What follows belongs to an exercise in optimizing a design on an open flow for small area and a short achievable clock period; a production flow would make more cautious choices.
RTL that was checked went through simulation tests only; none was proved equivalent to the original.
For runs 2 to 6, only the layout was checked, not whether the RTL still works.

==> flow/design.v <==
`timescale 1ns / 1ps
module FP16_mcl(
    input [15:0] data1,
    input [15:0] data2,
    input rst,
    input input_valid,
    input clk,
    output reg [15:0] datanew,
    output reg output_update
    );
    reg sign_1;           
    reg sign_2;
    reg [6:0]exp1;
    reg [6:0]exp2;
    reg [11:0]rm1;
    reg [11:0]rm2;
    reg overflow1;
    reg check_over;
    reg cal_over;        
    reg overflow2;
    reg [21:0]rmcache;
    reg [6:0]expcache;
    reg sign;
    reg carry1_over;     
    reg overflow3;
    reg [21:0]rmcache2;
    reg [6:0]expcache2;
    reg sign2;
    reg round_over;       
    reg overflow4;
    reg sign3;
    reg [6:0]expcache3;
    reg [11:0]rmcache3;
    reg carry2_over;     
    reg overflow5;
    reg [11:0]rmcache4;
    reg [6:0]expcache4;
    reg sign4;    
    always@(posedge clk or posedge rst) begin
        if(rst) begin
            sign_1 <= 1'b0;
            sign_2 <= 1'b0;
            exp1 <= 7'd0;
            exp2 <= 7'd0;
            rm1 <= 12'd0;
            rm2 <= 12'd0;
            overflow1 <= 1'b0;
            check_over <= 1'b0;
        end
        else if(input_valid)    begin
            check_over <= 1'b1;
            sign_1 <= data1[15];
            sign_2 <= data2[15];
            exp1 <= {2'b00,data1[14:10]};
            exp2 <= {2'b00,data2[14:10]};
            if((&data1[14:10]) || (&data2[14:10]))  begin    
                overflow1 <= 1'b1;
                rm1 <= rm1;
                rm2 <= rm2;
            end
            else if((~(|data1[14:0])) || (~(|data2[14:0]))) begin    
                overflow1 <= 1'b0;
                rm1 <= 12'd0;
                rm2 <= rm2;
                exp1 <= 7'd0;
                exp2 <= 7'd0;
            end
            else    begin
                overflow1 <= 1'b0;
                rm1 <= {2'b01,data1[9:0]};
                rm2 <= {2'b01,data2[9:0]};
            end
        end
        else begin
            sign_1 <= sign_1;
            sign_2 <= sign_2;
            exp1 <= exp1;
            exp2 <= exp2;
            rm1 <= rm1;
            rm2 <= rm2;
            overflow1 <= overflow1;
            check_over <= 1'b0;
        end
    end
    always@(posedge clk or posedge rst) begin
        if(rst) begin
            cal_over <= 1'b0;
            overflow2 <= 1'b0;
            rmcache <= 22'd0;
            expcache <= 7'd0;
            sign <= 1'b0;
        end
        else if(check_over) begin
            cal_over <= 1'b1;
            overflow2 <= overflow1;
            sign <= sign_1 ^ sign_2;
            if(overflow1)   begin
                rmcache <= rmcache;
                expcache <= expcache;
            end
            else    begin
                rmcache <= rm1 * rm2;
                expcache <= exp1 + exp2 - 7'd15;
            end
        end
        else    begin
            cal_over <= 1'b0;
            overflow2 <= overflow2;
            rmcache <= rmcache;
            expcache <= expcache;
            sign <= sign;
        end
    end
    always @(posedge clk or posedge rst)    begin
        if(rst) begin
            carry1_over <= 1'b0;
            overflow3 <= 1'b0;
            sign2 <= 1'b0;
            expcache2 <= 7'd0;
            rmcache2 <= 22'd0;
        end
        else if(cal_over)   begin
            carry1_over <=1'b1;
            sign2 <= sign;
            if(overflow2)   begin
                overflow3 <= overflow2;
                rmcache2 <= rmcache2;
                expcache2 <= expcache2;
            end
            else    begin
                if(rmcache[21]) begin
                    rmcache2 <= {1'b0, rmcache[21:2], rmcache[1] | rmcache[0]};
                    if(expcache == 7'd30)   begin
                        overflow3 <= 1'b1;
                        expcache2 <= expcache2;
                    end   
                    else begin
                        overflow3 <= overflow2 ;
                        expcache2 <= expcache + 7'd1;
                    end
                end
                else    begin
                    rmcache2 <= rmcache;
                    expcache2 <= expcache;
                    overflow3 <= overflow2;
                end
            end
        end
        else    begin
            carry1_over <= 1'b0;
            overflow3 <= overflow2;
            rmcache2 <= rmcache2;
            sign2 <= sign2;
            expcache2 <= expcache2;
        end
    end
    always@(posedge clk or posedge rst) begin
        if(rst) begin
            round_over <= 1'b0;
            overflow4 <= 1'b0;
            sign3 <= 1'b0;
            expcache3 <= 7'd0;
            rmcache3 <= 12'd0;
        end
        else if(carry1_over)    begin
            round_over <= 1'b1;
            overflow4 <= overflow3;
            sign3 <= sign2;
            if(overflow3)   begin
                expcache3 <= expcache3;
                rmcache3 <= rmcache3;
            end
            else    begin
                expcache3 <= expcache2;
                if(rmcache2[9] && (rmcache2[10] || (|rmcache2[8:0])))
                    rmcache3 <= rmcache2[21:10] + 12'd1;
                else
                    rmcache3 <= rmcache2[21:10];
            end
        end
        else    begin
            round_over <= 1'b0;
            overflow4 <= overflow4;
            sign3 <= sign3;
            expcache3 <= expcache3;
            rmcache3 <= rmcache3;
        end
    end
    always@(posedge clk or posedge rst) begin
        if(rst) begin
            carry2_over <= 1'b0;
            overflow5 <= 1'b0;
            sign4 <= 1'b0;
            expcache4 <= 7'd0;
            rmcache4 <= 12'd0;
        end
        else if(round_over)   begin
            carry2_over <=1'b1;
            sign4 <= sign3;
            if(overflow4)   begin
                overflow5 <= overflow4;
                rmcache4 <= rmcache4;
                expcache4 <= expcache4;
            end
            else    begin
                if(rmcache3[11]) begin
                    rmcache4 <= rmcache3 >> 1;
                    if((expcache3 >= 7'd30) && ~expcache3[6])  begin
                        overflow5 <= 1'b1;
                        expcache4 <= expcache4;
                    end
                    else begin
                        overflow5 <= overflow4;
                        expcache4 <= expcache3 + 7'd1;
                    end
                end
                else    begin
                    rmcache4 <= rmcache3;
                    expcache4 <= expcache3;
                    overflow5 <= overflow4;
                end
            end
        end
        else    begin
            carry2_over <= 1'b0;
            overflow5 <= overflow5;
            rmcache4 <= rmcache4;
            sign4 <= sign4;
            expcache4 <= expcache4;
        end
    end
    always@(posedge clk or posedge rst) begin
        if(rst) begin
            datanew <= 16'd0;
            output_update <= 1'b0;
        end
        else if(carry2_over)    begin
            output_update <= 1'b1;
            if(((expcache4 > 7'd30) && ~expcache4[6]) || overflow5)
                datanew <= {sign4,15'h7fff};
            else if(expcache4[6] || ~(|expcache4))
                datanew <= 16'h0000;
            else
                datanew <= {sign4,expcache4[4:0],rmcache4[9:0]};
        end
        else begin
            datanew <= datanew;
            output_update <= 1'b0;
        end
    end
endmodule
==> flow/run.sh <==
#!/bin/bash
# synth_recipe.tcl (not shown) runs the flow's synth.tcl, then flattens the netlist and writes it again
# the make line also repeats each setting of config.mk as NAME=value (left out here)
make -C /OpenROAD-flow-scripts/flow DESIGN_CONFIG=/design/flow/config.mk WORK_HOME=/design/flow/orfs CLKGATE_MAP_FILE= SYNTH_SCRIPT=/design/flow/synth_recipe.tcl finish
==> flow/config.mk <==
export PLATFORM = sky130hd
export DESIGN_NAME = FP16_mcl
export DESIGN_NICKNAME = FP16_mcl
export VERILOG_FILES = /design/flow/design.v
export SDC_FILE = /design/flow/constraint.sdc
export NUM_CORES = 4
export LEC_CHECK = 0
export CAP_MARGIN = 20
export CORE_MARGIN = 2
export CORE_UTILIZATION = 40
export SLEW_MARGIN = 20
==> flow/constraint.sdc <==
create_clock -name core_clock -period 5.5 [get_ports {clk}]
set_input_delay 1.1000 -clock core_clock [delete_from_list [all_inputs] [get_ports {clk}]]
set_output_delay 1.1000 -clock core_clock [all_outputs]
set_load 0.01 [all_outputs]
==> summary.txt, run 1 <==
Design area -> 12300 um2
Gr usage total -> 16.0%
Vias in the first global route -> 7488
Largest net degree at the start of global routing -> 98
DR WL/cell -> 14.0 um
DR vias -> 7403
Run status -> no timing/DRC/antenna violations
Routability-driven placement congestion ratio -> 0.838
Crit path capture type -> flip-flop
Clock skew -> 0.0103 ns
Final min period -> 5.19 ns
Worst Hold Margin -> 0.433 ns
Cell Area, Placed -> 11700 um2
#FFs+latches synth -> 158
Hold Crit Start -> cal_over
Synth-to-layout area growth -> 12.5%
Mapped Area -> 11000 um2
# clock sinks -> 158
Fin. Hold Viols -> 0
Maxcap violations -> 0
I/O pin cnt -> 52
Post-layout nets -> 1356
Netlist cell types -> 50
Chip height -> 170 um
WP data arrival -> 5.48 ns
Final ANT Viol Nets -> 0
Layout cells sized above 1 -> 6.79%
Hold Path Stages -> 0
FF-to-FF Start -> rm1[1]
Syn Nets -> 1335
RSZ-0062 raised after global routing -> false
Final setup fails -> 0
Synth cell count leaders -> nand2_1, dfrtp_1, inv_1
Vias per cell -> 4.87
CTS tree -> yes
Largest area contributor in the netlist -> dfrtp_1
Root buffer cell -> clkbuf_16
Global route total overflow -> 0
Synthesized netlist cell count -> 1145
Fin crit share -> 94.3%
Critical path launch point type -> flip-flop
Setup TNS -> 0 ns
Post-CTS sizing -> 0
Post-route DRC -> 0
Die area -> 28800 um2
CP required -> 5.79 ns
Reg area -> 3950 um2
Max Freq -> 193 MHz
TritonRoute pass-1 iters -> 4
Antenna violations before repair -> 0
Post-synthesis sequential area ratio -> 36.0%
Critical path class -> reg -> reg
Endpoint with the worst hold slack -> carry1_over
Dominant synthesized flop cell -> dfrtp_1
Worst skew pair latency -> 0.42 ns
Postcts setup bufs -> 0
Rel. slew slack -> 27.1%
EDFF count, synth -> 0
Initial detailed-routing violation count -> 375
Crit path max fanout -> 12
Initial Utilization -> 40.7%
Most common cell in the netlist -> nand2_1
Buffers added on ports -> 51
Fillers -> 2569
Final wirelength -> 21.2 mm
Synth async-reset ratio -> 100%
Top cells by area, synth -> dfrtp_1, fa_1, ha_1
Slew @ Worst Pin -> 1.09 ns
Antenna diodes -> 0
Die X-Extent -> 170 um
Detail Placement HPWL -> 15.9 mm
Hold-fix buffers at CTS -> 0
Clk pin slew, worst setup/hold paths -> 0.07 ns
Final Max Slew Viols -> 0
Yosys top cell area share -> 36.0%
Htree depth -> 4
Area occupied by multi-input gates -> 6310 um2
Clk buf depth -> 2
First-pass GRT wire length -> 37.5 mm
Reg-to-reg endpoint -> rmcache[18]
CTS buffer count -> 17
Post-layout util -> 45.8%
Rows -> 60
R2r worst-path depth -> 15
HP Class -> reg -> reg
Total core area -> 27000 um2
R2R setup slack -> 0.31 ns
Synth Warn # -> 1
Average cell area after synthesis -> 9.58 um2
critical path, stage by stage (launching register included):
cell	delay (ns)
dfrtp_1	0.54
and2_1	0.24
fa_1	0.50
fa_1	0.52
fa_1	0.53
fa_1	0.54
inv_1	0.05
fa_1	0.53
inv_1	0.04
ha_1	0.37
a21o_1	0.20
a31o_2	0.25
o2bb2ai_1	0.13
a211oi_1	0.34
xor2_1	0.18
o21ai_0	0.08
state kept, by name (all words and copies together), names as in the netlist, 10 cells and up:
signal and count:
rm2 11, rmcache3 12, rmcache 22, datanew 16, rm1 11, rmcache4 10
rmcache2 21
worst max-delay path by stage:
stage                     startpoint          end  cells past startpoint
after floorplan                  rst     cal_over                      1
after global placement        rm1[2]  rmcache[18]                     15
after detailed placement      rm1[2]  rmcache[18]                     15
after CTS                     rm1[2]  rmcache[18]                     15
after global routing          rm2[4]  rmcache[18]                     16
final                         rm1[1]  rmcache[18]                     15
cells by family (layout without fill, tap and decap cells):
group,after synthesis,after routing,share of synthesized area (%)
simple gates,355,355,15.3
compound gates,198,198,10.6
buf+inv,185,219,6.48
flops,158,158,36.0
fa+ha+maj,155,155,23.2
mux,55,55,5.29
xor+xnor,39,39,3.11
metrics by stage:
stage,worst slack (ns),cells
final,0.311,1520
after global routing,0.0533,1520
after CTS,0.352,1520
after detailed placement,0.381,1488
after global placement,0.467,1488
after floorplan,0.137,1145
layout make-up:
class	count	area share, %
Clock inverter	13	1.17
Sequential cell	158	32.0
Multi-Input combinational cell	802	51.1
Inverter	127	3.90
Timing Repair Buffer	60	4.68
Clock buffer	19	3.67
Tap cell	341	3.46
cells in the final DEF, fill, tap and decap left out, types with 31 or more instances in the layout:
| master | Yosys | routed |
|---|---|---|
| nand2_1 | 183 | 183 |
| inv_1 | 127 | 126 |
| nor2_1 | 34 | 34 |
| o21ai_0 | 92 | 92 |
| ha_1 | 74 | 74 |
| and2_1 | 69 | 69 |
| a21oi_1 | 51 | 51 |
| fa_1 | 81 | 81 |
| clkdlybuf4s50_1 | 0 | 51 |
| dfrtp_1 | 158 | 158 |
| mux2i_1 | 31 | 31 |
layer usage:
metal  vias to the layer above  global-route usage [%]  part of all wire, %
met5                         -                       0                    0
met4                         0                    5.09                  1.9
li1                       3806                       -                    -
met2                       102                    26.0                   46
met3                        20                    2.89                  2.3
met1                      3475                    21.8                   49
==> inputs of run 2 (changes only) <==
==> flow/design.v (replaced) <==
module FP16_mcl(
    input [15:0] data1,
    input [15:0] data2,
    input rst,
    input input_valid,
    input clk,
    output reg [15:0] datanew,
    output reg output_update
    );
    wire        s    = data1[15] ^ data2[15];
    wire        inf  = (&data1[14:10]) | (&data2[14:10]);
    wire        zero = ~(|data1[14:0]) | ~(|data2[14:0]);
    wire [5:0]  esum = data1[14:10] + data2[14:10];
    wire [21:0] p    = {1'b1, data1[9:0]} * {1'b1, data2[9:0]};
    wire        h    = p[21];
    wire [10:0] sig  = h ? p[21:11] : p[20:10];
    wire        rb   = h ? p[10] : p[9];
    wire        st   = h ? (|p[9:0]) : (|p[8:0]);
    wire        up   = rb & (sig[0] | st);
    wire [11:0] sr   = {1'b0, sig} + {11'd0, up};
    wire [6:0]  ef   = {1'b0, esum} + {6'd0, h} + {6'd0, sr[11]};
    wire        sat  = inf | (ef >= 7'd46);
    wire        flz  = zero | (ef <= 7'd15);
    wire [4:0]  eo   = ef[4:0] + 5'd17;
    wire [15:0] res  = sat ? {s, 15'h7fff} : flz ? 16'h0000 : {s, eo, sr[9:0]};
    always @(posedge clk or posedge rst)
        if (rst) output_update <= 1'b0;
        else     output_update <= input_valid;
    always @(posedge clk)
        datanew <= res;
endmodule
==> run 2 against run 1 <==
Against the previous run:
- now fails the layout checks on negative setup slack
- sequential share of layout area is 28 points lower
- flip-flop and latch count is 141 lower
- routed wire length is 28% lower
- synthesized cell count down 43%
- global-route usage increased by 5.3 points
- worst setup slack worse by 3.0 ns
- critical path depth rose by 19
- final area is 34% lower
- critical path type is now in -> reg
- largest cell class unchanged
==> summary.txt, run 2 <==
Dominant synthesized flop cell -> dfxtp_1
Critical path class -> in -> reg
HP Class -> in -> async
Routed wl met3 -> 530 um (+6.9%)
Die X-Extent -> 121 um (-28%)
Violated checks -> negative setup slack
Detail Placement HPWL -> 12.4 mm (-22%)
Most common cell in the netlist -> inv_1
EDFF count, synth -> 0 (unchanged)
Synthesized netlist cell count -> 656 (-43%)
Max Freq -> 123 MHz (-36%)
Post-route DRC -> 0 (unchanged)
Rows -> 42 (-30%)
Gr usage total -> 21.4% (+5.3 points)
Crit path capture type -> flip-flop
Final wirelength -> 15.3 mm (-28%)
RSZ-0062 raised after global routing -> true
Syn Nets -> 844 (-37%)
CP required -> 5.67 ns (-0.12 ns)
CTS tree -> yes
DR WL/cell -> 14.7 um (+5.2%)
Total core area -> 13300 um2 (-50%)
Post-synthesis sequential area ratio -> 6.27% (-30 points)
Global route total overflow -> 0 (unchanged)
Fin worst setup slack -> -2.66 ns (-2.97 ns)
Largest net degree at the start of global routing -> 16 (-84%)
Slew @ Worst Pin -> 0.443 ns (-0.649 ns)
Commonest non-fill, non-tap cell in the layout -> buf_4
Antenna violations before repair -> 0 (unchanged)
Final Max Slew Viols -> 0 (unchanged)
Vias in the first global route -> 5571 (-26%)
Netlist cell types -> 62 (+24%)
Crit-path max cell delay -> 0.54 ns (about the same)
Initial detailed-routing violation count -> 220 (-41%)
Clk buf depth -> 2 (unchanged)
Crit path max fanout -> 5 (-7)
Largest Register -> datanew
Setup TNS -> -41.58 ns (-41.58 ns)
Final min period -> 8.16 ns (+2.97 ns)
Buffers added on ports -> 51 (unchanged)
Synth cell count leaders -> inv_1, fa_1, nand2_1
First-pass GRT wire length -> 25.5 mm (-32%)
Yosys top cell area share -> 29.8% (-6.3 points)
Chip height -> 121 um (-28%)
Htree depth -> 1 (-3)
#FFs+latches synth -> 17 (-89%)
Synth-to-layout area growth -> 47.8%
Antenna diodes -> 0 (unchanged)
Placed cells -> 1004 (-33%)
Biggest regs -> datanew (16), output_update (1)
Fin crit share -> 148% (+54 points)
DR vias -> 5203 (-30%)
Synth Warn # -> 1 (unchanged)
Post-layout util -> 61.0% (+15 points)
Synth async-reset ratio -> 5.88% (-94 points)
Layout cells sized above 1 -> 36.6% (+30 points)
DR top layer -> met4
Final setup fails -> 16 (+16)
Die area -> 14700 um2 (-49%)
Root buffer cell -> clkbuf_16
Maxcap violations -> 0 (unchanged)
Worst Hold Margin -> 0.980 ns (+0.547 ns)
Critical path launch point type -> primary input
TritonRoute pass-1 iters -> 4 (unchanged)
Average cell area after synthesis -> 8.40 um2 (-12%)
WL met1 -> 6.65 mm (-37%)
Top cells by area, synth -> fa_1, ha_1, inv_1
Routability-driven placement congestion ratio -> 0.889 (+6.1%)
Run status -> complete, but fails checks
Post-layout nets -> 1058 (-22%)
Largest area contributor in the netlist -> fa_1
Met2 WL post-DR -> 8.03 mm (-18%)
Final ANT Viol Nets -> 0 (unchanged)
Clk pin slew, worst setup/hold paths -> 0.05 ns (-0.02 ns)
Mapped Area -> 5510 um2 (-50%)
Initial Utilization -> 41.3% (+0.58 points)
CTS buffer count -> 3 (-14)
Highest-count cells in the layout ignoring fill and taps -> buf_4, inv_1, fa_1
# clock sinks -> 17 (-89%)
I/O pin cnt -> 52 (unchanged)
Fin. Hold Viols -> 0 (unchanged)
Critical path's slowest cell -> fa_2
Non-Filler Instances -> 1045 (-31%)
Number of flip-flops in the largest register -> 16 (-27%)
Fillers -> 1170 (-54%)
WP data arrival -> 8.32 ns (+2.84 ns)
Vias per cell -> 4.98 (+2.2%)
Rel. slew slack -> 70.2% (+43 points)
==> run 2: changes by cell type in the layout (fill, tap and decap cells not counted), moves of 18 or more <==
cell,previous run,this run
a21oi_1,51,15
and2_1,69,38
buf_4,9,169
clkdlybuf4s50_1,51,33
dfrtp_1,158,1
ha_1,74,56
inv_1,126,106
mux2_2,24,1
mux2i_1,31,4
nand2_1,183,69
o21ai_0,92,9
==> run 2: area by class of cell <==
type                    count  area [um2]  area share (%)
inverters                 124         468            5.75
multi-input cells         487        5050            62.0
well taps                 176         220            2.70
clock buffers               4        78.8           0.968
repair buffers            237        1980            24.3
flip-flops and latches     17         345            4.24
==> run 2: worst max-delay path, delay by kind of cell <==
| kind | cells | cell delay [ns] |
|---|---|---|
| fa+ha+maj | 9 | 3.53 |
| xor+xnor | 1 | 0.19 |
| buf+inv | 10 | 1.03 |
| simple gates | 4 | 0.62 |
| compound gates | 10 | 1.82 |
==> run 2: final timing paths <==
kind	from	end	slack (ns)	cells after the start
min in group core_clock	input_valid	output_update	1.29	1
max in group asynchronous	rst	output_update	4.43	2
worst min-delay path	rst	output_update	0.98	2
worst max-delay path	data2[4]	datanew[5]	-2.66	34
==> run 2: cell families (layout without fill, tap and decap cells) <==
logic type / Yosys count / in the layout / synth area share [%]
AO/OA/AOI/OAI: 93 / 93 / 11.8
flip-flops: 17 / 17 / 6.27
AND/OR/NAND/NOR: 197 / 197 / 18.1
XOR/XNOR: 39 / 39 / 6.61
adder cells (fa/ha/maj): 153 / 153 / 45.9
multiplexers: 5 / 5 / 0.931
buffers and inverters: 152 / 365 / 10.4
==> run 2: routing by layer <==
layer	vias to the layer above	GRT usage [%]
met5	-	0
met4	0	2.30
met3	14	1.97
met2	82	39.4
met1	2594	28.0
li1	2513	-
==> run 2: timing repair <==
| item | 4_1_cts | 5_1_grt |
|---|---|---|
| cloned | 3 | 0 |
| gates resized for setup | 121 | 61 |
| endpoints found under the setup margin | 16 | 16 |
| setup buffers | 34 | 5 |
| pin swaps | 56 | 53 |
| hold buffers | 0 | 0 |
==> run 2: metrics by stage <==
stage                     setup slack, ns  area, um2
final                               -2.66       8140
after global routing                -2.97       8140
after CTS                           -2.60       8050
after detailed placement            -3.51       7440
after global placement              -3.42       7440
after floorplan                     -2.82       5840
==> inputs of run 3 (changes only) <==
==> flow/design.v (replaced) <==
module FP16_mcl(
    input [15:0] data1,
    input [15:0] data2,
    input rst,
    input input_valid,
    input clk,
    output reg [15:0] datanew,
    output reg output_update
    );
    reg        v1;
    reg        s1, inf1, zero1;
    reg [5:0]  esum1;
    reg [21:0] p;
    always @(posedge clk or posedge rst)
        if (rst) begin
            v1 <= 1'b0;
            output_update <= 1'b0;
        end else begin
            v1 <= input_valid;
            output_update <= v1;
        end
    always @(posedge clk) begin
        s1    <= data1[15] ^ data2[15];
        inf1  <= (&data1[14:10]) | (&data2[14:10]);
        zero1 <= ~(|data1[14:0]) | ~(|data2[14:0]);
        esum1 <= data1[14:10] + data2[14:10];
        p     <= {1'b1, data1[9:0]} * {1'b1, data2[9:0]};
    end
    wire        h    = p[21];
    wire [10:0] sig  = h ? p[21:11] : p[20:10];
    wire        rb   = h ? p[10] : p[9];
    wire        st   = h ? (|p[9:0]) : (|p[8:0]);
    wire        up   = rb & (sig[0] | st);
    wire [11:0] sr   = {1'b0, sig} + {11'd0, up};
    wire [6:0]  ef   = {1'b0, esum1} + {6'd0, h} + {6'd0, sr[11]};
    wire        sat  = inf1 | (ef >= 7'd46);
    wire        flz  = zero1 | (ef <= 7'd15);
    wire [4:0]  eo   = ef[4:0] + 5'd17;
    wire [15:0] res  = sat ? {s1, 15'h7fff} : flz ? 16'h0000 : {s1, eo, sr[9:0]};
    always @(posedge clk)
        datanew <= res;
endmodule
==> run 3 against run 2 <==
Against the previous run:
- now clean on timing, DRC and antenna
- sequential share of layout area up 8.7 points
- critical path type unchanged
- critical endpoint is now p[18]
- largest cell class unchanged
==> summary.txt, run 3 <==
HP Class -> reg -> reg
Vias per cell -> 4.90 (-1.5%)
Final ANT Viol Nets -> 0 (unchanged)
Fin worst setup slack -> 0.124 ns (+2.78 ns)
Average cell area after synthesis -> 8.69 um2 (+3.4%)
Run status -> no timing/DRC/antenna violations
Fin crit share -> 97.8% (-51 points)
R2r worst-path depth -> 11
Final min period -> 5.38 ns (-2.78 ns)
I/O pin cnt -> 52 (unchanged)
Yosys top cell area share -> 26.8% (-2.9 points)
Initial detailed-routing violation count -> 303 (+38%)
DR vias -> 4913 (-5.6%)
Largest area contributor in the netlist -> fa_1
CTS buffer count -> 5 (+2)
R2R setup slack -> 1.72 ns
Number of flip-flops in the largest register -> 22 (+6)
Final setup fails -> 0 (-16)
Routability-driven placement congestion ratio -> 0.916 (+3.0%)
Crit path max fanout -> 5 (unchanged)
Initial Utilization -> 40.5% (-0.76 points)
FF-to-FF Start -> p[21]
Clock skew -> 0.00620 ns
Antenna diodes -> 0 (unchanged)
Htree depth -> 2 (+1)
Most common cell in the netlist -> inv_1
Global route total overflow -> 0 (unchanged)
Buffers added on ports -> 51 (unchanged)
Setup slack at placement -> -0.651 ns (+2.86 ns)
Design area -> 7640 um2 (-6.1%)
Biggest regs -> p (22), datanew (16), esum1 (6)
#FFs+latches synth -> 49 (+32)
Final Max Slew Viols -> 0 (unchanged)
Maxcap violations -> 0 (unchanged)
Top cell by count, worst path -> fa_1
Synth Warn # -> 1 (unchanged)
Fin. Hold Viols -> 0 (unchanged)
Crit-path max cell delay -> 0.55 ns (about the same)
Worst setup path startpoint -> data2[8]
Crit path capture type -> flip-flop
Syn Nets -> 889 (+5.3%)
Largest Register -> p
Gr usage total -> 18.4% (-3.0 points)
Post-layout nets -> 998 (-5.7%)
Critical path class -> in -> reg
Synth-to-layout area growth -> 25.0%
Rows -> 45 (+7.1%)
Largest net degree at the start of global routing -> 17 (+1)
Critical path launch point type -> primary input
Total core area -> 15100 um2 (+13%)
Commonest non-fill, non-tap cell in the layout -> inv_1
Worst skew pair latency -> 0.29 ns
Root buffer cell -> clkbuf_16
Chip height -> 128 um (+5.2%)
Vias in the first global route -> 5196 (-6.7%)
Cell Area, Placed -> 7400 um2 (-0.61%)
TritonRoute pass-1 iters -> 4 (unchanged)
Synthesized netlist cell count -> 704 (+7.3%)
Antenna violations before repair -> 0 (unchanged)
Dominant synthesized flop cell -> dfxtp_1
DR WL/cell -> 14.1 um (-3.7%)
Critical path's slowest cell -> fa_1
Post-synthesis sequential area ratio -> 16.2% (+9.9 points)
CP required -> 5.68 ns (about the same)
Clk buf depth -> 2 (unchanged)
Slew @ Worst Pin -> 0.711 ns (+0.269 ns)
CTS tree -> yes
# clock sinks -> 49 (+32)
Final wirelength -> 14.2 mm (-7.6%)
Post-route DRC -> 0 (unchanged)
Rel. slew slack -> 52.1% (-18 points)
Die X-Extent -> 128 um (+5.2%)
Worst Hold Margin -> 0.350 ns (-0.629 ns)
Clk pin slew, worst setup/hold paths -> 0.06 ns (about the same)
Highest-count cells in the layout ignoring fill and taps -> inv_1, fa_1, buf_4
First-pass GRT wire length -> 24.3 mm (-4.5%)
Hold-fix buffers at CTS -> 0 (unchanged)
Max Freq -> 186 MHz (+52%)
Mapped Area -> 6110 um2 (+11%)
EDFF count, synth -> 0 (unchanged)
Setup crit end -> p[18]
Die area -> 16300 um2 (+11%)
Reg-to-reg endpoint -> datanew[5]
Top cells by area, synth -> fa_1, dfxtp_1, ha_1
Layout cells sized above 1 -> 18.1% (-19 points)
Worst-path cell chain -> buf_2, and2_4, fa_1, inv_1, fa_1, inv_2, fa_2, fa_1, inv_2, fa_1, inv_2, ha_4, a21o_1, a221o_1, a31o_4, a2bb2oi_4, a41oi_2, o31ai_1
WP data arrival -> 5.56 ns (-2.76 ns)
Setup TNS -> 0 ns (+41.58 ns)
Synth cell count leaders -> inv_1, fa_1, nand2_1
Synth async-reset ratio -> 4.08% (-1.8 points)
Detail Placement HPWL -> 12.2 mm (-1.7%)
Netlist cell types -> 50 (-19%)
run 3: metal layers:
layer / vias up / track usage [%] / wire length (um)
li1: 2435 / - / -
met1: 2333 / 23.2 / 6220
met2: 113 / 31.9 / 6870
met3: 32 / 2.64 / 613
met4: 0 / 7.05 / 473
met5: - / 0 / 0
run 3: worst min-delay path by stage:
stage,start,slack [ns],cells after the start,to
after floorplan,v1,0.33,0,output_update
after global placement,v1,0.34,0,output_update
after detailed placement,v1,0.34,0,output_update
after CTS,v1,0.35,0,output_update
after global routing,v1,0.37,0,output_update
final,v1,0.35,0,output_update
run 3: cell type report:
cell class                      instances  area, um2
Fill cell                            1409       7450
Multi-Input combinational cell        482       4600
Timing Repair Buffer                  132       1090
Sequential cell                        49        991
Inverter                              143        539
Tap cell                              188        235
Clock buffer                            5        125
Clock inverter                          3       68.8
run 3: metrics by stage:
step,instances,util (%)
3_3_place_gp,992,49.0
4_1_cts,1000,50.5
2_1_floorplan,704,-
5_1_grt,1002,50.7
6_report,1002,50.7
3_5_place_dp,992,49.0
run 3: cell families after synthesis:
logic type | share of synthesized area [%]
AOI/OAI and AO/OA | 9.02
xor gates and xnor gates | 5.42
adders and majority gates | 40.8
buffers and inverters | 10.9
DFF | 16.2
muxes | 2.19
and+or+nand+nor | 15.5
run 3: what timing repair did:
action | in CTS | in global routing
pin swaps | 3 | 15
setup buffers | 0 | 2
setup endpoints to repair | 12 | 12
cloned | 0 | 1
resized for setup | 43 | 58
run 3: critical path, delay by kind of cell:
family          cells  cell delay, ns
simple gates        1            0.17
buf+inv             5            0.34
fa+ha+maj           6            2.75
compound gates      6            1.20
==> inputs of run 4 (changes only) <==
--- a/flow/config.mk
+++ b/flow/config.mk
@@ -8,4 +8,5 @@
 export CAP_MARGIN = 20
 export CORE_MARGIN = 2
 export CORE_UTILIZATION = 40
+export GPL_TIMING_DRIVEN = 0
 export SLEW_MARGIN = 20
==> run 4 against run 3 <==
Against the previous run:
- synthesized cell count is the same
- final cell count is 1.6% lower
- flip-flop and latch count did not move
- core utilization grew 0.55 points
- first-iteration DRC count down 36%
- die area stayed put
- hold slack got worse by 0.0010 ns
- routed wire length fell by 0.59%
- largest cell class unchanged
==> summary.txt, run 4 <==
Clk pin slew, worst setup/hold paths -> 0.06 ns (about the same)
Mapped Area -> 6110 um2 (unchanged)
Largest area contributor in the netlist -> fa_1
Run status -> no timing/DRC/antenna violations
Root buffer cell -> clkbuf_16
Largest delay share family, worst path -> adder cells
CTS buffer count -> 5 (unchanged)
Buffers added on ports -> 47 (-7.8%)
Yosys top cell area share -> 26.8% (unchanged)
HP Class -> reg -> reg
Crit-path max cell delay -> 0.54 ns (about the same)
Synth cell count leaders -> inv_1, fa_1, nand2_1
Layout cells sized above 1 -> 18.3% (+0.24 points)
Die X-Extent -> 128 um (unchanged)
Synth Warn # -> 1 (unchanged)
Critical path class -> in -> reg
CP required -> 5.67 ns (about the same)
Rel. slew slack -> 60.8% (+8.7 points)
Crit path max fanout -> 8 (+3)
Synth async-reset ratio -> 4.08% (unchanged)
Top cells by area, synth -> fa_1, dfxtp_1, ha_1
Netlist cell types -> 50 (unchanged)
Maxcap violations -> 0 (unchanged)
DR vias -> 4902 (-0.22%)
Final wirelength -> 14.1 mm (-0.59%)
Most common cell in the netlist -> inv_1
CTS tree -> yes
Max Freq -> 186 MHz (+0.24%)
Synthesized netlist cell count -> 704 (unchanged)
Gr usage total -> 18.0% (-0.37 points)
Fin crit share -> 97.5% (-0.24 points)
Clock skew -> 0.00260 ns (-0.00360 ns)
Post-route DRC -> 0 (unchanged)
Worst-path cell chain -> buf_6, clkbuf_16, nand2_4, fa_1, inv_2, fa_1, inv_2, fa_1, inv_2, fa_1, inv_1, fa_1, inv_2, ha_4, and3_4, a221o_1, a31o_4, a2bb2oi_4, a41oi_2, o31ai_2
Rows -> 45 (unchanged)
Setup TNS -> 0 ns (unchanged)
Average cell area after synthesis -> 8.69 um2 (unchanged)
Htree depth -> 2 (unchanged)
Routability-driven placement congestion ratio -> 0.914 (-0.21%)
Largest Register -> p
Critical path's slowest cell -> fa_1
Fin. Hold Viols -> 0 (unchanged)
Placed cells -> 939 (-5.3%)
DR WL/cell -> 14.3 um (+1.0%)
Final min period -> 5.36 ns (-0.0129 ns)
Crit path capture type -> flip-flop
Initial Utilization -> 40.5% (unchanged)
Antenna diodes -> 0 (unchanged)
Hold Crit Start -> v1
Antenna violations before repair -> 0 (unchanged)
FF-to-FF Start -> p[21]
#FFs+latches synth -> 49 (unchanged)
Die area -> 16300 um2 (unchanged)
Non-Filler Instances -> 986 (-1.6%)
Synth-to-layout area growth -> 26.4%
Top cell by count, worst path -> fa_1
# clock sinks -> 49 (unchanged)
Reg area -> 991 um2 (unchanged)
Critical path launch point type -> primary input
Highest-count cells in the layout ignoring fill and taps -> inv_1, fa_1, nand2_1
Post-synthesis sequential area ratio -> 16.2% (unchanged)
Initial detailed-routing violation count -> 195 (-36%)
Vias per cell -> 4.97 (+1.4%)
Endpoint with the worst hold slack -> output_update
Global route total overflow -> 0 (unchanged)
Final setup fails -> 0 (unchanged)
TritonRoute pass-1 iters -> 4 (unchanged)
Area occupied by multi-input gates -> 4720 um2 (+2.7%)
Commonest non-fill, non-tap cell in the layout -> inv_1
Final Max Slew Viols -> 0 (unchanged)
Post-layout nets -> 983 (-1.5%)
Biggest regs -> p (22), datanew (16), esum1 (6)
Slew @ Worst Pin -> 0.583 ns (-0.129 ns)
R2r worst-path depth -> 12 (+1)
EDFF count, synth -> 0 (unchanged)
Largest net degree at the start of global routing -> 15 (-2)
Number of flip-flops in the largest register -> 22 (unchanged)
Vias in the first global route -> 5086 (-2.1%)
Total core area -> 15100 um2 (unchanged)
WP data arrival -> 5.53 ns (-0.03 ns)
Hold-fix buffers at CTS -> 0 (unchanged)
Fillers -> 1409 (unchanged)
First-pass GRT wire length -> 23.7 mm (-2.4%)
Final ANT Viol Nets -> 0 (unchanged)
Worst skew pair latency -> 0.29 ns (about the same)
Clk buf depth -> 2 (unchanged)
Hold Path Stages -> 0 (unchanged)
Reg-to-reg endpoint -> datanew[12]
I/O pin cnt -> 52 (unchanged)
Crit path buf inv count -> 7 (+2)
Syn Nets -> 889 (unchanged)
Chip height -> 128 um (unchanged)
Detail Placement HPWL -> 11.3 mm (-7.3%)
Dominant synthesized flop cell -> dfxtp_1
R2R setup slack -> 1.73 ns (about the same)
run 4: cell counts after synthesis:
Identical to the previous run, type by type.
run 4: layout make-up:
cell class | count | area share [%]
plain buffers | 22 | 3.30
inverters | 143 | 7.01
well taps | 188 | 3.04
clock inverters | 1 | 0.0972
multi-input cells | 482 | 61.1
flip-flops and latches | 49 | 12.8
repair buffers | 95 | 10.8
clock buffers | 6 | 1.80
run 4: per-stage QoR:
step | hold slack, ns | cell area (um2) | utilization [%] | worst slack, ns
6_report | 0.349 | 7730 | 51.2 | 0.136
5_1_grt | 0.368 | 7730 | 51.2 | -0.0256
4_1_cts | 0.354 | 7520 | 49.9 | -0.00366
3_5_place_dp | 0.339 | 7060 | 46.8 | -1.07
3_3_place_gp | 0.338 | 7060 | 46.8 | -1.01
2_1_floorplan | 0.331 | 6350 | - | -0.0142
run 4: cells by family after synthesis:
logic type	Yosys count	synth area share (%)
buffers and inverters	173	10.9
multiplexers	13	2.19
AND/OR/NAND/NOR	193	15.5
flip-flops	49	16.2
adder cells (fa/ha/maj)	150	40.8
AO/OA/AOI/OAI	89	9.02
XOR/XNOR	37	5.42
run 4: repair_timing:
action                     in CTS  in global routing
pin swaps                      19                 40
buffers inserted               32                 17
gates resized for setup        82                 59
gates cloned                    0                  0
setup endpoints to repair      13                 10
run 4: worst max path at each step:
stage,from,endpoint,cells past startpoint,slack (ns)
finish,data2[4],p[18],20,0.14
global route,data1[1],p[21],19,-0.03
CTS,data1[6],p[18],20,-0.004
detailed placement,data1[0],p[18],18,-1.07
global placement,data1[0],p[18],19,-1.01
floorplan,data1[7],p[18],20,-0.01
run 4: layer usage:
metal	vias to the layer above	part of all wire, %	global-route usage [%]
li1	2406	-	-
met2	99	50	32.8
met1	2372	45	22.4
met3	25	2.9	1.84
met5	-	0	0
met4	0	2.2	5.62
==> inputs of run 5 (changes only) <==
--- a/flow/config.mk
+++ b/flow/config.mk
@@ -7,6 +7,7 @@
 export LEC_CHECK = 0
 export CAP_MARGIN = 20
 export CORE_MARGIN = 2
-export CORE_UTILIZATION = 40
+export CORE_UTILIZATION = 60
+export CTS_BUF_LIST = sky130_fd_sc_hd__clkbuf_4 sky130_fd_sc_hd__clkbuf_8
 export GPL_TIMING_DRIVEN = 0
 export SLEW_MARGIN = 20
==> run 5 against run 4 <==
Against the previous run:
- non-clock buffer count down 19
- register-to-register slack better by 0.04 ns
- highest routed layer unchanged
- still clean on timing, DRC and antenna
- critical path type unchanged
- critical endpoint unchanged
==> summary.txt, run 5 <==
DR vias -> 4880 (-0.45%)
Initial detailed-routing violation count -> 210 (+7.7%)
Final wirelength -> 13.5 mm (-3.9%)
Fin. Hold Viols -> 0 (unchanged)
Top cells by area, synth -> fa_1, dfxtp_1, ha_1
HP Class -> reg -> reg
CTS tree -> yes
Highest-count cells in the layout ignoring fill and taps -> inv_1, fa_1, nand2_1
TritonRoute pass-1 iters -> 5 (+1)
Initial Utilization -> 62.3% (+22 points)
Fin crit share -> 98.2% (+0.64 points)
Hold-fix buffers at CTS -> 0 (unchanged)
Routability-driven placement congestion ratio -> 0.901 (-1.4%)
Yosys top cell area share -> 26.8% (unchanged)
Rows -> 36 (-20%)
Rel. slew slack -> 60.4% (-0.43 points)
Synth-to-layout area growth -> 20.3%
Final ANT Viol Nets -> 0 (unchanged)
Biggest regs -> p (22), datanew (16), esum1 (6)
Worst skew pair latency -> 0.29 ns (about the same)
Detail Placement HPWL -> 11.1 mm (-1.4%)
Gr usage total -> 26.4% (+8.4 points)
Met2 WL post-DR -> 6.70 mm (-5.6%)
Clk buf depth -> 2 (unchanged)
I/O pin cnt -> 52 (unchanged)
Syn Nets -> 889 (unchanged)
DR WL/cell -> 14.8 um (+3.8%)
Synth cell count leaders -> inv_1, fa_1, nand2_1
Run status -> no timing/DRC/antenna violations
Post-route DRC -> 0 (unchanged)
# clock sinks -> 49 (unchanged)
Fin worst setup slack -> 0.101 ns (-0.0352 ns)
Hold Crit Start -> v1
Vias per cell -> 5.35 (+7.5%)
Clock skew -> 0.00634 ns (+0.00374 ns)
Post-layout nets -> 964 (-1.9%)
First-pass GRT wire length -> 23.5 mm (-0.90%)
Chip height -> 105 um (-18%)
Synthesized netlist cell count -> 704 (unchanged)
Post-layout util -> 74.9% (+24 points)
Antenna violations before repair -> 0 (unchanged)
Setup slack at placement -> -1.04 ns (+0.0267 ns)
Worst setup path startpoint -> data2[4]
Max Freq -> 185 MHz (-0.65%)
Die X-Extent -> 105 um (-18%)
WP data arrival -> 5.58 ns (+0.05 ns)
Post-synthesis sequential area ratio -> 16.2% (unchanged)
Die area -> 11000 um2 (-32%)
Total core area -> 9820 um2 (-35%)
WL met1 -> 5.79 mm (-7.7%)
Final min period -> 5.40 ns (+0.0352 ns)
Commonest non-fill, non-tap cell in the layout -> inv_1
CTS buffer count -> 5 (unchanged)
Fillers -> 745 (-47%)
Layout cells sized above 1 -> 14.7% (-3.6 points)
Maxcap violations -> 0 (unchanged)
Largest Register -> p
Crit path max fanout -> 6 (-2)
#FFs+latches synth -> 49 (unchanged)
Largest area contributor in the netlist -> fa_1
Final setup fails -> 0 (unchanged)
Global route total overflow -> 0 (unchanged)
Synth async-reset ratio -> 4.08% (unchanged)
RSZ-0062 raised after global routing -> true
Crit path capture type -> flip-flop
Synth Warn # -> 1 (unchanged)
Antenna diodes -> 0 (unchanged)
Root buffer cell -> clkbuf_8
Number of flip-flops in the largest register -> 22 (unchanged)
Largest net degree at the start of global routing -> 16 (+1)
Mapped Area -> 6110 um2 (unchanged)
Final Max Slew Viols -> 0 (unchanged)
Most common cell in the netlist -> inv_1
EDFF count, synth -> 0 (unchanged)
Netlist cell types -> 50 (unchanged)
Buffers added on ports -> 47 (unchanged)
FF-to-FF Start -> p[21]
Average cell area after synthesis -> 8.69 um2 (unchanged)
Htree depth -> 2 (unchanged)
Slew @ Worst Pin -> 0.589 ns (+0.00637 ns)
CP required -> 5.68 ns (about the same)
Routed wl met3 -> 705 um (+71%)
DR top layer -> met4
Vias in the first global route -> 4971 (-2.3%)
Clk pin slew, worst setup/hold paths -> 0.08 ns (+0.02 ns)
Critical path launch point type -> primary input
Critical path class -> in -> reg
Dominant synthesized flop cell -> dfxtp_1
## run 5: timing repair
action                     4_1_cts  5_1_grt
cloned                           1        1
setup endpoints to repair       13        9
buffers inserted                14       13
gates resized for setup         61       59
pin swaps                        8       23
## run 5: worst paths after layout
check / to / slack, ns / depth (start not counted)
worst max-delay path: p[18] / 0.10 / 20
worst min-delay path: output_update / 0.37 / 0
worst max register to register: datanew[4] / 1.77 / 12
worst min register to register: output_update / 0.37 / 0
max in group asynchronous: v1 / 4.45 / 2
min in group asynchronous: output_update / 0.95 / 2
## run 5: layer usage
layer	up-vias	GRT usage [%]
met3	26	2.99
met4	0	8.67
li1	2365	-
met5	-	0
met2	156	45.7
met1	2333	34.6
## run 5: cell type report
cell class              instances  area (um2)  area share, %
flip-flops and latches         49         991           13.5
repair buffers                 76         653           8.88
clock buffers                   6        82.6           1.12
clock inverters                 2        13.8          0.187
inverters                     143         539           7.33
multi-input cells             482        4650           63.3
well taps                     133         166           2.26
plain buffers                  22         255           3.47
## run 5: metrics by stage
step / hold WS [ns] / setup TNS (ns) / instance area (um2) / instances
global placement: 0.344 / -9.07 / 6990 / 884
global route: 0.377 / -0.0641 / 7350 / 913
finish: 0.370 / 0 / 7350 / 913
detailed placement: 0.339 / -9.94 / 6990 / 884
floorplan: 0.331 / -0.0142 / 6350 / 704
CTS: 0.372 / -0.0315 / 7250 / 904
## run 5: cell families (layout without fill, tap and decap cells)
family	Yosys count	count (layout)	synth area share [%]
compound gates	89	89	9.02
xor+xnor	37	37	5.42
fa+ha+maj	150	150	40.8
buf+inv	173	249	10.9
flops	49	49	16.2
mux	13	13	2.19
simple gates	193	193	15.5
## run 5: critical path, cell delays in order
cell and delay, ns:
buf_2 0.14, clkbuf_16 0.16, nand2_2 0.05, fa_1 0.49
inv_1 0.06, fa_1 0.48, inv_1 0.05, fa_1 0.48
inv_1 0.06, fa_1 0.53, inv_1 0.05, fa_1 0.49
inv_2 0.05, ha_4 0.23, and3_4 0.19, a221o_1 0.30
a31o_4 0.23, a2bb2oi_4 0.16, a41oi_2 0.17, o31ai_2 0.11
==> inputs of run 6 (changes only) <==
--- a/flow/design.v
+++ b/flow/design.v
@@ -10,7 +10,7 @@
     reg        v1;
     reg        s1, inf1, zero1;
     reg [5:0]  esum1;
-    reg [21:0] p;
+    reg [9:0]  f1, f2;
     always @(posedge clk or posedge rst)
         if (rst) begin
             v1 <= 1'b0;
@@ -24,8 +24,10 @@
         inf1  <= (&data1[14:10]) | (&data2[14:10]);
         zero1 <= ~(|data1[14:0]) | ~(|data2[14:0]);
         esum1 <= data1[14:10] + data2[14:10];
-        p     <= {1'b1, data1[9:0]} * {1'b1, data2[9:0]};
+        f1    <= data1[9:0];
+        f2    <= data2[9:0];
     end
+    wire [21:0] p    = {1'b1, f1} * {1'b1, f2};
     wire        h    = p[21];
     wire [10:0] sig  = h ? p[21:11] : p[20:10];
     wire        rb   = h ? p[10] : p[9];
--- a/flow/config.mk
+++ b/flow/config.mk
@@ -7,7 +7,5 @@
 export LEC_CHECK = 0
 export CAP_MARGIN = 20
 export CORE_MARGIN = 2
-export CORE_UTILIZATION = 60
-export CTS_BUF_LIST = sky130_fd_sc_hd__clkbuf_4 sky130_fd_sc_hd__clkbuf_8
-export GPL_TIMING_DRIVEN = 0
+export CORE_UTILIZATION = 40
 export SLEW_MARGIN = 20
==> run 6 against run 5 <==
Against the previous run:
- hold slack got worse by 0.014 ns
- die area rose by 46%
- the layout now fails its checks (negative setup slack)
- flip-flop and latch count fell by 2
- maximum frequency fell by 23%
==> summary.txt, run 6 <==
Run status -> complete, but fails checks
Violated checks -> negative setup slack
TritonRoute pass-1 iters -> 4 (-1)
R2R setup slack -> -1.49 ns (-3.26 ns)
Syn Nets -> 868 (-2.4%)
I/O pin cnt -> 52 (unchanged)
Slew @ Worst Pin -> 0.790 ns (+0.201 ns)
Worst skew pair latency -> 0.30 ns (about the same)
Root buffer cell -> clkbuf_16
Layout cells sized above 1 -> 32.5% (+18 points)
Post-layout nets -> 1055 (+9.4%)
Chip height -> 127 um (+21%)
Average cell area after synthesis -> 8.80 um2 (+1.4%)
Critical path launch point type -> flip-flop
Largest family of logic cells by synthesized area -> adder cells
Final ANT Viol Nets -> 0 (unchanged)
Antenna diodes -> 0 (unchanged)
Gr usage total -> 20.3% (-6.1 points)
Endpoint with the worst hold slack -> output_update
Number of flip-flops in the largest register -> 16 (-27%)
Commonest non-fill, non-tap cell in the layout -> buf_4
DR vias -> 5239 (+7.4%)
Largest net degree at the start of global routing -> 17 (+1)
Placed cells -> 1027 (+16%)
Critical path class -> reg -> reg
Clk buf depth -> 2 (unchanged)
Critical path's slowest cell -> fa_1
Hold Crit Start -> v1
Rel. slew slack -> 46.8% (-14 points)
Synth Warn # -> 1 (unchanged)
Yosys top cell area share -> 27.3% (+0.45 points)
Netlist cell types -> 57 (+14%)
Rows -> 44 (+22%)
Most common cell in the netlist -> inv_1
Crit path max fanout -> 8 (+2)
Biggest regs -> datanew (16), f1 (10), f2 (10)
Vias in the first global route -> 5789 (+16%)
Clk pin slew, worst setup/hold paths -> 0.07 ns (about the same)
Initial detailed-routing violation count -> 168 (-20%)
CTS buffer count -> 5 (unchanged)
Crit path capture type -> flip-flop
Post-Synth Simple-Gate Area -> 17.0% (+1.5 points)
#FFs+latches synth -> 47 (-4.1%)
Design area -> 8590 um2 (+17%)
Maxcap violations -> 0 (unchanged)
Global route total overflow -> 0 (unchanged)
Largest area contributor in the netlist -> fa_1
HP Class -> reg -> reg
Post-route DRC -> 0 (unchanged)
Non-Filler Instances -> 1055 (+16%)
Hold Path Stages -> 0 (unchanged)
Final Max Slew Viols -> 0 (unchanged)
RSZ-0062 raised after global routing -> true
Vias per cell -> 4.97 (-7.1%)
Initial Utilization -> 41.2% (-21 points)
Clock skew -> 0.00972 ns (+0.00338 ns)
Synthesized netlist cell count -> 683 (-3.0%)
EDFF count, synth -> 0 (unchanged)
Fin crit share -> 127% (+29 points)
Die area -> 16000 um2 (+46%)
Multiplexer area fraction after synthesis -> 0.499% (-1.7 points)
Htree depth -> 2 (unchanged)
First-pass GRT wire length -> 26.3 mm (+12%)
DR WL/cell -> 14.4 um (-3.1%)
FF-to-FF Start -> f1[5]
Top cells by area, synth -> fa_1, dfxtp_1, ha_1
Antenna violations before repair -> 0 (unchanged)
Buffers added on ports -> 51 (+8.5%)
# clock sinks -> 47 (-4.1%)
Highest-count cells in the layout ignoring fill and taps -> buf_4, inv_1, fa_1
Largest Register -> datanew
Synth cell count leaders -> inv_1, fa_1, nand2_1
Dominant synthesized flop cell -> dfxtp_1
Mapped Area -> 6010 um2 (-1.7%)
Hold-fix buffers at CTS -> 0 (unchanged)
Die X-Extent -> 127 um (+21%)
R2r worst-path depth -> 29 (+17)
Top cell by count, worst path -> fa_1
Crit-path max cell delay -> 0.55 ns (+0.02 ns)
Final setup fails -> 16 (+16)
Synth-to-layout area growth -> 42.8%
Post-synthesis sequential area ratio -> 15.8% (-0.39 points)
Final min period -> 6.99 ns (+1.59 ns)
Synth Area in Adders -> 41.4% (+0.69 points)
Detail Placement HPWL -> 12.7 mm (+14%)
Fin worst setup slack -> -1.49 ns (-1.59 ns)
Reg-to-reg endpoint -> datanew[7]
Fin. Hold Viols -> 0 (unchanged)
Cell Area, Placed -> 7900 um2 (+13%)
Max Freq -> 143 MHz (-23%)
Compound-gate portion of the synthesized area -> 10.3% (+1.3 points)
XOR/XNOR Fraction of Synth Area -> 5.10% (-0.32 points)
Routability-driven placement congestion ratio -> 0.944 (+4.7%)
CTS tree -> yes
Synth async-reset ratio -> 4.26% (+0.17 points)
Final wirelength -> 15.2 mm (+12%)
WP data arrival -> 7.20 ns (+1.62 ns)
Total core area -> 14600 um2 (+49%)
CP required -> 5.71 ns (+0.03 ns)
run 6: worst max-delay path by stage:
stage          startpoint         end  slack [ns]  cells past startpoint
2_1_floorplan       f2[8]  datanew[9]       -1.43                     30
3_3_place_gp        f2[9]  datanew[9]       -1.64                     31
3_5_place_dp        f2[2]  datanew[9]       -1.77                     29
4_1_cts             f1[5]  datanew[9]       -1.53                     29
5_1_grt             f2[2]  datanew[9]       -1.78                     31
6_report            f1[5]  datanew[7]       -1.49                     29
run 6: kinds of logic after synthesis:
group / count (synthesis)
muxes: 3
xor gates and xnor gates: 35
DFF: 47
adders and majority gates: 150
buffers and inverters: 153
AOI/OAI and AO/OA: 94
and+or+nand+nor: 201
run 6: repair_timing:
action	CTS	global route
pin swaps	37	27
buffers inserted	15	5
gates resized for setup	50	55
setup endpoints to repair	16	16
cloned	0	1
run 6: area by class of cell:
cell class / count / area (um2)
Clock buffer: 6 / 139
Clock inverter: 2 / 38.8
Fill cell: 1277 / 6000
Inverter: 132 / 495
Multi-Input combinational cell: 483 / 4960
Sequential cell: 47 / 987
Tap cell: 184 / 230
Timing Repair Buffer: 201 / 1730
run 6: layer usage:
layer	track usage [%]	wire (um)	vias up	part of all wire, %
met4	5.88	344	0	2.3
met3	3.04	609	21	4.0
met1	24.4	6280	2573	41
li1	-	-	2551	-
met5	0	0	-	0
met2	37.5	7930	94	52
run 6: worst max-delay path, delay by kind of cell (launching register included):
kind,cells,cell delay [ns]
AOI/OAI and AO/OA,8,1.43
buffers and inverters,7,0.81
DFF,1,0.33
adders and majority gates,7,2.92
xor gates and xnor gates,1,0.19
and+or+nand+nor,6,1.20
run 6: stage by stage:
step / setup TNS (ns) / setup slack, ns / utilization [%] / hold WS [ns]
after floorplan: -21.83 / -1.43 / - / 0.331
after global placement: -24.94 / -1.64 / 54.2 / 0.339
after detailed placement: -26.04 / -1.77 / 54.2 / 0.343
after CTS: -22.53 / -1.53 / 57.1 / 0.359
after global routing: -26.48 / -1.78 / 58.9 / 0.370
final: -22.11 / -1.49 / 58.9 / 0.356

[port drivers added, routing unchanged]
No port has a modelled driver above. Below, the same layouts with a new extraction and two added sets of constraints. Step 1, drivers: a clkbuf_16 drives clk and a buf_2 each remaining input, both assumed. Step 2 times the ports against the registers' clock, not the clock port: input delays grow and output delays shrink by t, the midpoint of the rising clock arrivals with the driver on. a / b / c = no drivers / after step 1 / after step 2; a / b = the first two.
run	shift t [ns]	setup slack, ns	worst setup path at the end	worst data-port slew with drivers (ns)
run 1	0.469	0.311 / 0.311 / 0.311	register to register	0.04
run 2	0.272	-2.659 / -2.678 / -2.950	input to register	0.07
run 3	0.324	0.124 / 0.131 / -0.193	input to register	0.04
run 4	0.320	0.136 / 0.133 / -0.187	input to register	0.06
run 5	0.322	0.101 / 0.091 / -0.231	input to register	0.06
run 6	0.330	-1.492 / -1.492 / -1.492	register to register	0.04
With both steps, setup timing fails in run 3, run 4 and run 5, where it was met with ideal ports. For run 5, which loses most, drivers alone change the setup slack by -0.010 ns; drivers and shift together by -0.332 ns.
